What follows belongs to an exercise in optimizing a design on an open flow for small area and a short achievable clock period; a production flow would make more cautious choices.
Function was checked by simulation only, so behaviour that the tests miss may differ from the original.
Power is estimated from default activity; no workload was simulated.

==> run.sh <==
#!/bin/bash
# synth_recipe.tcl (not shown) runs the flow's synth.tcl, then flattens the netlist and writes it again
# the make line also repeats each setting of config.mk as NAME=value (left out here)
make -C /OpenROAD-flow-scripts/flow DESIGN_CONFIG=/design/flow/config.mk WORK_HOME=/design/flow/orfs CLKGATE_MAP_FILE= SYNTH_SCRIPT=/design/flow/synth_recipe.tcl finish
==> config.mk <==
export PLATFORM = sky130hd
export DESIGN_NAME = tanh9slices
export DESIGN_NICKNAME = tanh9slices
export VERILOG_FILES = /design/flow/design.v
export SDC_FILE = /design/flow/constraint.sdc
export NUM_CORES = 4
export LEC_CHECK = 0
export CAP_MARGIN = 20
export CORE_MARGIN = 2
export CORE_UTILIZATION = 40
export SLEW_MARGIN = 20
==> constraint.sdc <==
create_clock -name core_clock -period 8.0 [get_ports {clk}]
set_input_delay 1.6000 -clock core_clock [delete_from_list [all_inputs] [get_ports {clk}]]
set_output_delay 1.6000 -clock core_clock [all_outputs]
set_load 0.01 [all_outputs]
==> design.v <==
`timescale 1ns / 1ps
module tanh9_lane (
    input  wire        clk,
    input  wire [15:0] x,
    output wire [15:0] y
);
    wire        s_in = x[15];
    wire [14:0] ua   = x[14:0] ^ {15{s_in}};
    wire        sat_in = (ua >= 15'd6144);
    wire lt683  = (ua[12:0] < 13'd683);
    wire lt2048 = (ua[12:0] < 13'd2048);
    wire lt3413 = (ua[12:0] < 13'd3413);
    wire lt4096 = (ua[12:0] < 13'd4096);
    wire lt4779 = (ua[12:0] < 13'd4779);
    wire [6:0] g_in;
    assign g_in[0] = ~sat_in & lt683;
    assign g_in[1] = ~sat_in & lt2048 & ~lt683;
    assign g_in[2] = ~sat_in & lt3413 & ~lt2048;
    assign g_in[3] = ~sat_in & lt4096 & ~lt3413;
    assign g_in[4] = ~sat_in & lt4779 & ~lt4096;
    assign g_in[5] = ~sat_in & ~lt4779;
    assign g_in[6] = sat_in;
    reg        s1_s;
    reg [10:0] s1_u;
    reg [6:0]  s1_g;
    always @(posedge clk) begin
        s1_s <= s_in; s1_u <= ua[10:0]; s1_g <= g_in;
    end
    wire        s = s1_s;
    wire [10:0] u = s1_u;
    wire [6:0]  g = s1_g;
    wire p1 = (g[0] & ~u[0]) | (g[2] & u[0]);
    wire gs2 = g[1] | g[3] | g[4] | g[5];
    wire k3 = g[0] | (gs2 & s);
    wire gs4 = g[3] | g[4] | g[5];
    wire p5 = (gs4 & u[0]) | (g[0] & ~u[1]) | (g[2] & u[1]);
    wire gs6 = g[0] | g[1];
    wire k7 = (gs6 & s);
    wire p8 = (gs4 & u[1]) | (g[0] & ~u[2]) | (g[2] & u[2]);
    wire k9 = (gs6 & s);
    wire gs10 = g[1] | g[2] | g[3] | g[4] | g[5];
    wire p11 = (gs10 & u[0]) | (g[0] & ~u[0]);
    wire p12 = (gs4 & u[2]) | (g[0] & ~u[3]) | (g[2] & u[3]);
    wire gs13 = g[2] | g[3] | g[4] | g[5];
    wire k14 = g[0] | (gs13 & s);
    wire p15 = (gs10 & u[1]) | (g[0] & ~u[1]);
    wire p16 = (gs4 & u[3]) | (g[0] & ~u[4]) | (g[2] & u[4]);
    wire gs17 = g[3] | g[4];
    wire p18 = (gs17 & u[0]);
    wire gs19 = g[0] | g[3] | g[4];
    wire k20 = (gs19 & s);
    wire p21 = (gs10 & u[2]) | (g[0] & ~u[5]);
    wire p22 = (gs4 & u[4]) | (g[0] & ~u[2]) | (g[2] & u[5]);
    wire p23 = (gs17 & u[1]) | (g[5] & u[0]);
    wire gs24 = g[0] | g[5];
    wire k25 = (gs24 & s);
    wire p26 = (gs10 & u[3]) | (g[0] & ~u[0]);
    wire p27 = (gs4 & u[5]) | (g[0] & ~u[3]) | (g[1] & u[0]) | (g[2] & u[6]);
    wire p28 = (gs17 & u[2]) | (g[0] & ~u[6]) | (g[5] & u[1]);
    wire k29 = g[0] | (g[1] & s);
    wire p30 = (gs10 & u[4]) | (g[0] & ~u[1]);
    wire p31 = (gs4 & u[6]) | (g[0] & ~u[4]) | (g[1] & u[1]) | (g[2] & u[7]);
    wire p32 = (gs17 & u[3]) | (g[0] & ~u[7]) | (g[5] & u[2]);
    wire p33 = (gs17 & u[0]);
    wire k34 = (gs19 & s);
    wire p35 = (gs10 & u[5]) | (g[0] & ~u[5]);
    wire p36 = (gs4 & u[7]) | (g[0] & ~u[2]) | (g[1] & u[2]) | (g[2] & u[8]);
    wire p37 = (gs17 & u[1]) | (g[0] & ~u[8]) | (g[1] & u[0]) | (g[5] & u[3]);
    wire p38 = (gs17 & u[4]);
    wire k39 = (gs6 & s);
    wire p40 = (gs10 & u[6]) | (g[0] & ~u[3]);
    wire p41 = (gs4 & u[8]) | (g[0] & ~u[6]) | (g[1] & u[1]) | (g[2] & u[9]);
    wire p42 = (gs17 & u[5]) | (g[0] & ~u[9]) | (g[1] & u[3]) | (g[2] & u[0]) | (g[5] & u[4]);
    wire p43 = (gs17 & u[2]);
    wire gs44 = g[0] | g[2];
    wire k45 = (gs44 & s);
    wire p46 = (gs10 & u[7]) | (g[0] & ~u[4]);
    wire p47 = (gs4 & u[9]) | (g[0] & ~u[7]) | (g[1] & u[4]) | (g[2] & u[1]);
    wire p48 = (gs17 & u[6]) | (g[1] & u[2]) | (g[2] & u[10]) | (g[5] & u[5]);
    wire p49 = (gs17 & u[3]) | (g[1] & u[0]);
    wire k50 = (g[0] & ~s) | (g[1] & s);
    wire p51 = (gs10 & u[8]) | (g[0] & ~u[8]);
    wire p52 = (gs17 & u[4]) | (g[5] & u[10]) | (g[0] & ~u[5]) | (g[1] & u[1]) | (g[2] & u[2]);
    wire p53 = (gs17 & u[7]) | (g[0] & u[0]) | (g[1] & u[5]) | (g[5] & u[6]);
    wire p54 = (g[1] & u[3]) | (g[3] & u[10]);
    wire k55 = (g[0] & ~s) | (g[6] & s);
    wire p56 = (gs10 & u[9]) | (g[0] & u[1]);
    wire p57 = (gs17 & u[5]) | (g[0] & ~u[6]) | (g[1] & u[4]) | (g[2] & u[3]) | (g[5] & u[7]);
    wire p58 = (gs17 & u[8]) | (g[0] & ~u[9]) | (g[1] & u[2]);
    wire p59 = (g[1] & u[6]);
    wire gs60 = g[0] | g[6];
    wire k61 = (gs60 & ~s) | g[4];
    wire gs62 = g[1] | g[2] | g[3] | g[5];
    wire p63 = (gs62 & u[10]) | (g[4] & u[9]) | (g[0] & u[2]);
    wire p64 = (gs17 & u[6]) | (g[0] & ~u[7]) | (g[1] & u[7]) | (g[2] & u[4]) | (g[5] & u[8]);
    wire p65 = (g[1] & u[5]) | (g[3] & u[9]);
    wire p66 = (g[1] & u[3]);
    wire gs67 = g[3] | g[4] | g[5] | g[6];
    wire k68 = (g[0] & s) | gs67;
    wire p69 = (gs17 & u[7]) | (g[0] & ~u[8]) | (g[1] & u[4]) | (g[2] & u[5]) | (g[5] & u[9]);
    wire p70 = (g[0] & u[3]) | (g[1] & u[8]) | (g[3] & u[10]);
    wire p71 = (g[1] & u[6]);
    wire gs72 = g[0] | g[2] | g[3] | g[5];
    wire k73 = gs72;
    wire p74 = (gs17 & u[8]) | (g[0] & ~u[9]) | (g[1] & u[9]) | (g[2] & u[6]) | (g[5] & u[10]);
    wire p75 = (g[0] & u[4]) | (g[1] & u[7]);
    wire p76 = (g[1] & u[5]);
    wire gs77 = g[0] | g[1] | g[2] | g[6];
    wire k78 = gs77;
    wire p79 = (gs17 & u[9]) | (g[0] & u[5]) | (g[1] & u[10]) | (g[2] & u[7]);
    wire p80 = (g[1] & u[8]);
    wire p81 = (g[1] & u[6]);
    wire gs82 = g[4] | g[6];
    wire k83 = gs82;
    wire p84 = (g[0] & u[6]) | (g[1] & u[9]) | (g[2] & u[8]) | (g[3] & u[10]);
    wire p85 = (g[1] & u[7]);
    wire gs86 = g[0] | g[1] | g[5] | g[6];
    wire k87 = gs86;
    wire p88 = (g[0] & u[7]) | (g[1] & u[10]) | (g[2] & u[9]);
    wire p89 = (g[1] & u[8]);
    wire gs90 = g[0] | g[1] | g[4] | g[5] | g[6];
    wire k91 = gs90;
    wire p92 = (g[0] & u[8]) | (g[1] & u[9]) | (g[2] & u[10]);
    wire gs93 = g[0] | g[3] | g[4] | g[5] | g[6];
    wire k94 = gs93;
    wire p95 = (g[0] & u[9]) | (g[1] & u[10]);
    wire gs96 = g[0] | g[2] | g[3] | g[4] | g[5] | g[6];
    wire k97 = gs96;
    wire k98 = gs96;
    wire s99 = p30 ^ p31;
    wire c100 = p30 & p31;
    wire s101 = p35 ^ p36 ^ p37;
    wire c102 = (p35 & p36) | (p35 & p37) | (p36 & p37);
    wire s103 = p40 ^ p41 ^ p42;
    wire c104 = (p40 & p41) | (p40 & p42) | (p41 & p42);
    wire s105 = p46 ^ p47 ^ p48;
    wire c106 = (p46 & p47) | (p46 & p48) | (p47 & p48);
    wire s107 = p51 ^ p52 ^ p53;
    wire c108 = (p51 & p52) | (p51 & p53) | (p52 & p53);
    wire s109 = p56 ^ p57 ^ p58;
    wire c110 = (p56 & p57) | (p56 & p58) | (p57 & p58);
    wire s111 = p63 ^ p64 ^ p65;
    wire c112 = (p63 & p64) | (p63 & p65) | (p64 & p65);
    wire s113 = p69 ^ p70;
    wire c114 = p69 & p70;
    wire s115 = p74 ^ p75;
    wire c116 = p74 & p75;
    wire s117 = p79 ^ p80;
    wire c118 = p79 & p80;
    wire s119 = p15 ^ p16;
    wire c120 = p15 & p16;
    wire s121 = p21 ^ p22 ^ p23;
    wire c122 = (p21 & p22) | (p21 & p23) | (p22 & p23);
    wire s123 = p26 ^ p27 ^ p28;
    wire c124 = (p26 & p27) | (p26 & p28) | (p27 & p28);
    wire s125 = p32 ^ p33 ^ k34;
    wire c126 = (p32 & p33) | (p32 & k34) | (p33 & k34);
    wire s127 = p38 ^ k39 ^ s101;
    wire c128 = (p38 & k39) | (p38 & s101) | (k39 & s101);
    wire s129 = p43 ^ k45 ^ s103;
    wire c130 = (p43 & k45) | (p43 & s103) | (k45 & s103);
    wire s131 = p49 ^ k50 ^ s105;
    wire c132 = (p49 & k50) | (p49 & s105) | (k50 & s105);
    wire s133 = p54 ^ k55 ^ s107;
    wire c134 = (p54 & k55) | (p54 & s107) | (k55 & s107);
    wire s135 = p59 ^ k61 ^ s109;
    wire c136 = (p59 & k61) | (p59 & s109) | (k61 & s109);
    wire s137 = p66 ^ k68 ^ s111;
    wire c138 = (p66 & k68) | (p66 & s111) | (k68 & s111);
    wire s139 = p71 ^ k73 ^ s113;
    wire c140 = (p71 & k73) | (p71 & s113) | (k73 & s113);
    wire s141 = p76 ^ k78 ^ s115;
    wire c142 = (p76 & k78) | (p76 & s115) | (k78 & s115);
    wire s143 = p81 ^ k83 ^ s117;
    wire c144 = (p81 & k83) | (p81 & s117) | (k83 & s117);
    wire s145 = p84 ^ p85 ^ k87;
    wire c146 = (p84 & p85) | (p84 & k87) | (p85 & k87);
    wire s147 = p88 ^ p89;
    wire c148 = p88 & p89;
    wire s149 = p11 ^ p12;
    wire c150 = p11 & p12;
    wire s151 = p18 ^ k20 ^ s119;
    wire c152 = (p18 & k20) | (p18 & s119) | (k20 & s119);
    wire s153 = k25 ^ s121 ^ c120;
    wire c154 = (k25 & s121) | (k25 & c120) | (s121 & c120);
    wire s155 = k29 ^ s123 ^ c122;
    wire c156 = (k29 & s123) | (k29 & c122) | (s123 & c122);
    wire s157 = s99 ^ s125 ^ c124;
    wire c158 = (s99 & s125) | (s99 & c124) | (s125 & c124);
    wire s159 = c100 ^ s127 ^ c126;
    wire c160 = (c100 & s127) | (c100 & c126) | (s127 & c126);
    wire s161 = c102 ^ s129 ^ c128;
    wire c162 = (c102 & s129) | (c102 & c128) | (s129 & c128);
    wire s163 = c104 ^ s131 ^ c130;
    wire c164 = (c104 & s131) | (c104 & c130) | (s131 & c130);
    wire s165 = c106 ^ s133 ^ c132;
    wire c166 = (c106 & s133) | (c106 & c132) | (s133 & c132);
    wire s167 = c108 ^ s135 ^ c134;
    wire c168 = (c108 & s135) | (c108 & c134) | (s135 & c134);
    wire s169 = c110 ^ s137 ^ c136;
    wire c170 = (c110 & s137) | (c110 & c136) | (s137 & c136);
    wire s171 = c112 ^ s139 ^ c138;
    wire c172 = (c112 & s139) | (c112 & c138) | (s139 & c138);
    wire s173 = c114 ^ s141 ^ c140;
    wire c174 = (c114 & s141) | (c114 & c140) | (s141 & c140);
    wire s175 = c116 ^ s143 ^ c142;
    wire c176 = (c116 & s143) | (c116 & c142) | (s143 & c142);
    wire s177 = c118 ^ s145 ^ c144;
    wire c178 = (c118 & s145) | (c118 & c144) | (s145 & c144);
    wire s179 = k91 ^ s147 ^ c146;
    wire c180 = (k91 & s147) | (k91 & c146) | (s147 & c146);
    wire s181 = p92 ^ k94 ^ c148;
    wire c182 = (p92 & k94) | (p92 & c148) | (k94 & c148);
    wire s183 = p95 ^ k97;
    wire c184 = p95 & k97;
    wire [21:0] ra = {k98, s183, s181, s179, s177, s175, s173, s171, s169, s167, s165, s163, s161, s159, s157, s155, s153, s151, k14, p8, p5, p1};
    wire [21:0] rb = {c184, c182, c180, c178, c176, c174, c172, c170, c168, c166, c164, c162, c160, c158, c156, c154, c152, c150, s149, k9, k7, k3};
    wire [21:0] sum = ra + rb;
    reg        s2_s;
    reg [10:0] s2_r;
    always @(posedge clk) begin
        s2_s <= s; s2_r <= sum[21:11];
    end
    reg        s3_s;
    reg [10:0] s3_y;
    always @(posedge clk) begin
        s3_s <= s2_s; s3_y <= s2_r ^ {11{s2_s}};
    end
    assign y = {{5{s3_s}}, s3_y};
endmodule
module tanh9slices (
    input wire clk,
    input wire rst_n,
    input wire signed [15:0] x0_in,
    input wire signed [15:0] x1_in,
    input wire valid_in,
    output wire signed [15:0] y0_out,
    output wire signed [15:0] y1_out,
    output reg valid_out
);
    reg v1, v2;
    always @(posedge clk or negedge rst_n) begin
        if (!rst_n) begin
            v1 <= 1'b0; v2 <= 1'b0; valid_out <= 1'b0;
        end else begin
            v1 <= valid_in; v2 <= v1; valid_out <= v2;
        end
    end
    tanh9_lane lane0 (.clk(clk), .x(x0_in), .y(y0_out));
    tanh9_lane lane1 (.clk(clk), .x(x1_in), .y(y1_out));
endmodule
==> impl_metrics.csv <==
group,metric,value,unit
timing,fin_tns_setup,0,ps
route,routed_wl,17400,µm
floorplan,die_y,144.9,µm
route,routedWlPerCell,14.68,µm
floorplan,rows,51,
cts,clk_pin_slew,70,ps
power,power.internal,1122,µW
global_routing,use_met1,0.2812,
global_routing,use_met3,0.02797,
worst_setup_path,crit_fanout,17,
route,ant_nets,0,
power,power_density,192.7,nW/µm²
cts,clock_latency,340,ps
worst_setup_path,ff2ff_setup_slack,2690,ps
power,combPwrFrac,0.391,
global_routing,gr-max-usage-layer,"met1",
power,seqPwrFrac,0.379,
floorplan,boundaryPins,68,
power,vdd_drop_max,93.48,µV
power,swShare,0.3473,
global_routing,track_usage,0.1690,
run,cap_viol_max_count,0,
timing,layout_min_cycle_time,5309,ps
global_routing,grt_pass1_wl,28640,µm
timing,relSlewSlack,0.3794,
synth,syn_area,7940,µm²
timing,rsz0062_at_grt,"no",
cts,root_buffer,"clkbuf_16",
worst_setup_path,cp_cell_sequence,"or3_1 -> or3_1 -> a21oi_1 -> fa_1 -> inv_1 -> fa_1 -> inv_1 -> fa_1 -> inv_1 -> ha_1 -> nand3_1 -> a2111oi_0 -> o21ai_1 -> a21oi_4 -> o221ai_2 -> a211o_1 -> o311ai_1",
worst_setup_path,crit_required,8250,ps
timing,tightestPinTransition,907.5,ps
synth,synth_top_flop_cell,"dfxtp_1",
synth,ys_types,66,
synth,yosys_register_bits,89,
worst_setup_path,startpoint,"lane0.s1_g[5]",
final_layout,fin_nets,1076,
global_routing,grt_pass1_vias,5589,
cts,post_cts_buffers,0,
power,switching_power,597.1,µW
synth,syn-num-nets,1066,
placed_design,dp_hpwl,13570,µm
synth,synth_warnings,2,
final_layout,utilization,0.4584,
cts,cts_made_buffers,9,
cts,h-tree-depth,3,
cts,cts_tree,"yes",
cts,clockBufferDepth,2,
timing,setup_violations,0,
worst_setup_path,path_class,"reg2reg",
worst_setup_path,critPathLaunchType,"flip-flop",
timing,clock_skew,7.049,ps
synth,synth-seq-area-share,0.2263,
timing,final_max_slew_viol_count,0,
final_layout,layout_common_cells,"inv_1 (108), dfxtp_1 (86), fa_1 (70)",
worst_setup_path,regToRegStartpoint,"lane0.s1_g[5]",
floorplan,die_area,20990,µm²
route,first_pass_iters,7,
cts,cts_hold_buf,0,
worst_setup_path,end_kind,"flip-flop",
power,power_leakage,0.004137,µW
worst_setup_path,reg2reg_depth,17,
final_layout,drive_above_1_share,0.03804,
worst_setup_path,crit_cells,17,
power,power_frac_clock,0.229,
synth,synthArstFlopShare,0.03371,
status,status,"no timing/DRC/antenna violations",
cts,ctsResizeCount,0,
worst_setup_path,cp_slowest_stage_delay,680,ps
worst_setup_path,crit_path_end,"lane0.s2_r[8]",
timing,max_freq,188.4,MHz
final_layout,mostFrequentLayoutCell,"inv_1",
worst_setup_path,worst-path-buf-inv,3,
route,drt-initial-drc-count,1040,
floorplan,die_w,144.9,µm
route,drc,0,
timing,final_hold_viol_count,0,
timing,period_share,0.6637,
floorplan,core,19460,µm²
synth,syn_avg_cell_area,8.774,µm²
final_layout,antennaDiodeCount,0,
worst_setup_path,crit_family,"adder cells",
global_routing,grt_antenna_before_repair,0,
worst_setup_path,crit_path_top_delay_cell,"dfxtp_1",
floorplan,start_util,0.4080,
worst_setup_path,cp.arrival,5560,ps
placed_design,portBuffers,67,
global_routing,grt_start_max_net_pins,28,
placed_design,gp_congestion,0.9140,
cts,cts_sinks,89,
global_routing,overflow,0,
synth,synth_edf_count,0,
global_routing,use_met2,0.2242,
synth,synthCells,905,
worst_setup_path,r2r_end,"lane0.s2_r[8]",
route,route.vias.total,6290,
route,viasPerCell,5.308,
final_layout,area_growth,12.35,%
worst_hold_path,hold_class,"reg2reg",
-- cell families (layout without fill, tap and decap cells) --
kind of cell | after synthesis | in the layout | synth area share
compound gates | 240 | 240 | 0.2173
simple gates | 207 | 207 | 0.1276
buf+inv | 179 | 194 | 0.09250
fa+ha+maj | 126 | 126 | 0.2647
flops | 89 | 89 | 0.2263
xor+xnor | 58 | 58 | 0.06398
mux | 6 | 6 | 0.007564
-- cell usage after synthesis, types with 14 or more instances --
library cell	count	area (µm²)
nor2_1	53	198.9
a22oi_1	17	127.6
dfxtp_1	86	1722
a21o_1	23	172.7
a221o_1	14	140.1
nand2_1	57	214.0
o21ai_0	27	135.1
a21oi_1	68	340.3
ha_1	56	700.7
xor2_1	42	367.9
fa_1	70	1401
nand3_1	18	90.09
clkbuf_1	48	180.2
xnor2_1	16	140.1
inv_1	108	405.4
-- layer usage --
| layer | up-vias | wire, µm |
|---|---|---|
| li1 | 3123 | - |
| met1 | 2847 | 9169 |
| met2 | 302 | 6727 |
| met3 | 18 | 1346 |
| met4 | 0 | 158 |
| met5 | - | 0 |
-- layout make-up --
cell class                      instances  area (µm²)
Clock inverter                          7       60.06
Timing Repair Buffer                   70       693.2
Inverter                              108       405.4
Clock buffer                            9       225.2
Sequential cell                        89        1797
Tap cell                              265       331.6
Multi-Input combinational cell        637        5409
Fill cell                            1904       10540
-- stage by stage --
step                hold WS (ps)  setup WS (ps)  instances  total power [µW]  cell area [µm²]
floorplan                  331.2           3268        905              1102             7940
global placement           334.8           2875       1169              1333             8636
detailed placement         343.5           2699       1169              1336             8636
CTS                        354.3           2688       1185              1738             8921
global route               359.3           2374       1185              1851             8921
finish                     351.5           2691       1185              1719             8921
-- worst register-to-register path, cell delays in order (launching register included) --
cell and delay [ps]:
dfxtp_1 680, or3_1 510, or3_1 360, a21oi_1 160
fa_1 560, inv_1 50, fa_1 470, inv_1 50
fa_1 500, inv_1 40, ha_1 320, nand3_1 110
a2111oi_0 460, o21ai_1 210, a21oi_4 210, o221ai_2 160
a211o_1 310, o311ai_1 80
-- state kept, by name, indices dropped and copies added (netlist names) --
| signal | count |
|---|---|
| lane0.s2_r | 11 |
| lane1.s2_r | 11 |
| lane1.s1_s | 1 |
| lane1.s3_s | 1 |
| lane1.s1_g | 7 |
| lane0.s1_s | 1 |
| lane0.s3_s | 1 |
| v1 | 1 |
| valid_out | 1 |
| lane1.s1_u | 11 |
| v2 | 1 |
| lane0.s2_s | 1 |
| lane0.s3_y | 11 |
| lane1.s3_y | 11 |
| lane1.s2_s | 1 |
| lane0.s1_u | 11 |
| lane0.s1_g | 7 |
-- power by group through the flow --
stage	logic (µW)	clock network (µW)	registers, µW
floorplan	456	0	646
global placement	670	0	663
detailed placement	674	0	662
CTS	678	408	652
global route	760	424	666
finish	672	395	652
-- worst min-delay path by stage --
stage | from | endpoint | slack, ps | cells after the start
finish | v2 | valid_out | 350 | 0
global route | v2 | valid_out | 360 | 0
CTS | v2 | valid_out | 350 | 0
detailed placement | v2 | valid_out | 340 | 0
global placement | v1 | v2 | 330 | 0
floorplan | v1 | v2 | 330 | 0

## separate check: timing with driven ports
No port has a modelled driver above. Below, the same layout with a new extraction and two added sets of constraints. Step 1 assumes that a clkbuf_16 drives the clock port and a buf_2 every other input. Step 2 moves the port delays by t, midway between the first and last clock arrival at a register: inputs arrive t later, outputs are due t later. That takes back most of the time a late clock gives input paths. Slacks: ideal ports / drivers / drivers and shift; pairs: ideal ports / drivers.
t, ns: 0.378
slack for setup (ns): 2.691 / 2.691 / 2.691
worst data-port slew with drivers (ns): 0.04
After both steps this run still meets setup and hold. The setup slack of this run moves by 0.000 ns with the drivers and by 0.000 ns with both steps.
